Context: an optimization exercise on an open-source flow, tuned for small area. The choices shown serve that exercise and are no tape-out recipe. Where RTL was checked, it was by simulation tests only, not by an equivalence proof against the original.

==> flow/design.v <==
module vga_sync(clk, rst, pixel_tick, pixel_x, pixel_y, hsync, vsync,
                video_on, hvis, refr_tick, refr_win);
    input            clk, rst;
    output reg [9:0] pixel_x, pixel_y;
    output           pixel_tick, hsync, vsync, video_on, hvis;
    output           refr_tick, refr_win;
    reg  [1:0] cnt;
    reg        hsync_r, vsync_r;    
    wire [11:0] h = {pixel_x, cnt};
    wire [12:0] hc;
    wire [10:0] vc;
    assign hc[0] = 1'b1;
    genvar i;
    generate
        for (i = 0; i < 12; i = i + 1) begin : hcarry
            assign hc[i+1] = hc[i] & h[i];
        end
    endgenerate
    assign pixel_tick = hc[2];
    wire line_end  = hc[7] & h[11] & h[10];           
    wire v_end     = pixel_y[9] & pixel_y[3] & pixel_y[2];
    wire h_clr     = rst | line_end;
    wire v_clr     = rst | (line_end & v_end);
    assign vc[0] = line_end;
    generate
        for (i = 0; i < 10; i = i + 1) begin : vcarry
            assign vc[i+1] = vc[i] & pixel_y[i];
        end
    endgenerate
    wire [11:0] h_next = (h ^ hc[11:0]) & {12{~h_clr}};
    wire [9:0]  v_next = (pixel_y ^ vc[9:0]) & {10{~v_clr}};
    always @(posedge clk) begin
        {pixel_x, cnt} <= h_next;
        pixel_y <= v_next;
    end
    always @(posedge clk, posedge rst)
        if (rst) begin
            hsync_r <= 1'b1;
            vsync_r <= 1'b1;
        end else begin
            hsync_r <= ~(pixel_x[9] & ~pixel_x[8] & pixel_x[7] &
                         (|pixel_x[6:4]) & ~(&pixel_x[6:4]));
            vsync_r <= ~((&pixel_y[8:5]) & ~pixel_y[4] & pixel_y[3] &
                         ~pixel_y[2] & pixel_y[1]);
        end
    assign hsync = hsync_r;
    assign vsync = vsync_r;
    assign hvis      = ~(pixel_x[9] & (pixel_x[8] | pixel_x[7]));    
    assign video_on  = hvis & ~(pixel_y[9] | (&pixel_y[8:5]));       
    assign refr_win  = (&pixel_y[8:5]) & (pixel_y[4:0] == 5'd1) &
                       (pixel_x[9:1] == 9'd0);
    assign refr_tick = refr_win & ~pixel_x[0];
endmodule
module animated_graphics(clk, rst, btn, pixel_tick, video_on, hvis, refr_tick,
                         refr_win, pixel_x, pixel_y, rgb);
    input        clk, rst, pixel_tick, video_on, hvis, refr_tick, refr_win;
    input  [1:0] btn;
    input  [9:0] pixel_x, pixel_y;
    output [11:0] rgb;
    reg  [8:0] pad;       
    reg  [8:0] bx;        
    reg  [7:0] by;        
    reg        dx, dy;    
    reg        ball_x2;   
    reg  [1:0] col;       
    genvar i;
    reg         upd_win;
    always @(posedge clk)
        upd_win <= refr_win;
    wire [9:0]  cmp_y = upd_win ? {1'b0, by, 1'b0} : pixel_y;
    wire [9:0]  pad_n = {1'b1, ~pad};
    wire [10:0] sc;                   
    wire [9:0]  pd;                   
    assign sc[0] = 1'b1;
    generate
        for (i = 0; i < 10; i = i + 1) begin : sub
            assign pd[i]   = cmp_y[i] ^ pad_n[i] ^ sc[i];
            assign sc[i+1] = (cmp_y[i] & pad_n[i]) | (cmp_y[i] & sc[i]) |
                             (pad_n[i] & sc[i]);
        end
    endgenerate
    wire pad_y_on = sc[10] & ~(|pd[9:7]) & ~(pd[6] & (|pd[5:3]));    
    wire vov = pad_y_on | (~sc[10] & (&pd[9:3]) & (|pd[2:0]));       
    wire pad_max = pad[8] & pad[7] & pad[4] & pad[0];    
    wire pad_min = ~(|pad[8:2]);                         
    wire p_dn = btn[1] & ~pad_max;
    wire p_up = ~p_dn & btn[0] & ~pad_min;
    wire p_mv = refr_tick & (p_dn | p_up);
    wire [7:0] pt;
    assign pt[0] = p_mv & (p_dn ? (|pad[1:0]) : ~(&pad[1:0]));
    generate
        for (i = 0; i < 7; i = i + 1) begin : pcarry
            assign pt[i+1] = pt[i] & (pad[i+2] ^ p_up);
        end
    endgenerate
    wire [8:0] pad_next = {pad[8:2] ^ pt[6:0],
                           pad[1] ^ (p_mv & (pad[0] ^ p_dn)),
                           pad[0] ^ p_mv};
    wire [9:0] xt, yt;
    assign xt[0] = refr_tick;
    assign yt[0] = refr_tick;
    generate
        for (i = 0; i < 9; i = i + 1) begin : xcarry
            assign xt[i+1] = xt[i] & (bx[i] ^ dx);
        end
        for (i = 0; i < 8; i = i + 1) begin : ycarry
            assign yt[i+1] = yt[i] & (by[i] ^ dy);
        end
    endgenerate
    wire [8:0] bx_next = bx ^ xt[8:0];
    wire [7:0] by_next = by ^ yt[7:0];
    wire ball_x_eq = pixel_x[9:2] == bx[8:1];
    wire ball_x_on = ball_x_eq | ball_x2;
    wire ball_y_on = pixel_y[8:3] == by[7:2];
    wire [2:0] rrow = pixel_y[2:0];
    wire [2:0] rcol = {ball_x2, pixel_x[1:0]};
    wire [1:0] fr = rrow[1:0] ^ {2{rrow[2]}};
    wire [1:0] fc = rcol[1:0] ^ {2{rcol[2]}};
    wire ball_off = (fr == 2'd0 & ~fc[1]) | (fr == 2'd1 & fc == 2'd0);
    wire ball_on = ball_x_on & ball_y_on & ~ball_off;
    wire wall_on  = pixel_x[9:2] == 8'd8;       
    wire padx_on  = pixel_x[9:2] == 8'd150;     
    wire blue = wall_on | (padx_on & pad_y_on);
    wire pink = ~blue & ball_on;
    wire ytop = (by == 8'd0);
    wire ybot = by[7] & by[6] & by[5] & by[3] & by[2] & (by[1] | by[0]);
    wire xwall = (bx <= 9'd17);
    wire xpad  = (bx == 9'd297) | (bx == 9'd298);
    always @(posedge clk, posedge rst)
        if (rst) begin
            pad <= 9'd0;
            bx  <= 9'd0;
            by  <= 8'd0;
            dx <= 1'b0;
            dy <= 1'b0;
            ball_x2 <= 1'b0;
        end else begin
            pad <= pad_next;
            bx  <= bx_next;
            by  <= by_next;
            if (~upd_win)
                ;
            else if (ytop)
                dy <= 1'b0;
            else if (ybot)
                dy <= 1'b1;
            else if (xwall)
                dx <= 1'b0;
            else if (xpad & vov)
                dx <= 1'b1;
            if (pixel_tick & pixel_x[1] & pixel_x[0])
                ball_x2 <= ball_x_eq & hvis;
        end
    always @(posedge clk)
        if (pixel_tick)
            col <= video_on ? {~pink, blue | pink} : 2'b00;
    wire is_pink = col[0] & ~col[1];
    wire is_blue = col[0] & col[1];
    assign rgb = {{4{is_pink}}, {2{is_blue}}, {2{is_pink}},
                  col[0], is_blue, col[1], col[0] | col[1]};
endmodule
module pong_animated_top(clk, rst, btn, hsync, vsync, rgb);
    input  clk, rst;
    input  [1:0] btn;
    output hsync, vsync;
    output [11:0] rgb;
    wire [9:0] pixel_x, pixel_y;
    wire       pixel_tick, video_on, hvis, refr_tick, refr_win;
    vga_sync vsync_unit
        (.clk(clk), .rst(rst), .pixel_tick(pixel_tick),
         .pixel_x(pixel_x), .pixel_y(pixel_y),
         .hsync(hsync), .vsync(vsync), .video_on(video_on), .hvis(hvis),
         .refr_tick(refr_tick), .refr_win(refr_win));
    animated_graphics gfx
        (.clk(clk), .rst(rst), .btn(btn), .pixel_tick(pixel_tick),
         .video_on(video_on), .hvis(hvis), .refr_tick(refr_tick),
         .refr_win(refr_win), .pixel_x(pixel_x), .pixel_y(pixel_y),
         .rgb(rgb));
endmodule
clock: 5.0 ns
lec_check: 0
cap_margin: 20
core_margin: 2
core_utilization: 40
slew_margin: 20
run.sh (not shown) runs the stock make flow with config.mk's settings and CLKGATE_MAP_FILE= SYNTH_SCRIPT=/design/flow/synth_recipe.tcl, a recipe that flattens the netlist after the stock synthesis.
Edit:
--- a/flow/design.v
+++ b/flow/design.v
@@ -68,11 +68,11 @@
     always @(posedge clk)
         upd_win <= refr_win;
-    wire [9:0]  cmp_y = upd_win ? {1'b0, by, 1'b0} : pixel_y;
-    wire [9:0]  pad_n = {1'b1, ~pad};
-    wire [10:0] sc;                   
-    wire [9:0]  pd;                   
+    wire [8:0]  cmp_y = upd_win ? {by, 1'b0} : pixel_y[8:0];
+    wire [8:0]  pad_n = ~pad;
+    wire [9:0]  sc;                   
+    wire [8:0]  pd;                   
     assign sc[0] = 1'b1;
     generate
-        for (i = 0; i < 10; i = i + 1) begin : sub
+        for (i = 0; i < 9; i = i + 1) begin : sub
             assign pd[i]   = cmp_y[i] ^ pad_n[i] ^ sc[i];
             assign sc[i+1] = (cmp_y[i] & pad_n[i]) | (cmp_y[i] & sc[i]) |
@@ -80,6 +80,6 @@
         end
     endgenerate
-    wire pad_y_on = sc[10] & ~(|pd[9:7]) & ~(pd[6] & (|pd[5:3]));    
-    wire vov = pad_y_on | (~sc[10] & (&pd[9:3]) & (|pd[2:0]));       
+    wire pad_y_on = sc[9] & ~(|pd[8:7]) & ~(pd[6] & (|pd[5:3]));    
+    wire vov = pad_y_on | (~sc[9] & (&pd[8:3]) & (|pd[2:0]));       
     wire pad_max = pad[8] & pad[7] & pad[4] & pad[0];    
     wire pad_min = ~(|pad[8:2]);                         
The new run completed with no timing, DRC or antenna violations.
Setup slack improves by 410 ps.
Register-to-register slack improves by 410 ps.
Cell count barely changes.
Critical path depth is lower by 3.
Wire length is lower by 0.90%.
For the first run of this note, only the layout was checked, not whether the RTL still works.

-- separate check: timing with driven ports --
No port has a modelled driver above. Below, the same layouts with a new extraction and two added sets of constraints. Step 1 sets driving cells, clkbuf_16 on the clock port and buf_2 on the other inputs (assumed; they add their load-dependent delay and slew). Step 2 times the ports against the registers' clock, not the clock port: input delays grow and output delays shrink by t, the midpoint of the rising clock arrivals with the driver on. a / b / c = ideal ports / drivers / drivers and shift; a / b = the first two.
run | t, ns | setup slack, ns | latest minus earliest clock arrival (ns)
the first run | 0.336 | 0.066 / 0.066 / 0.066 | 0.010 / 0.011
the second run | 0.342 | 0.481 / 0.481 / 0.481 | 0.010 / 0.010
After both steps setup and hold are still met in every run listed.
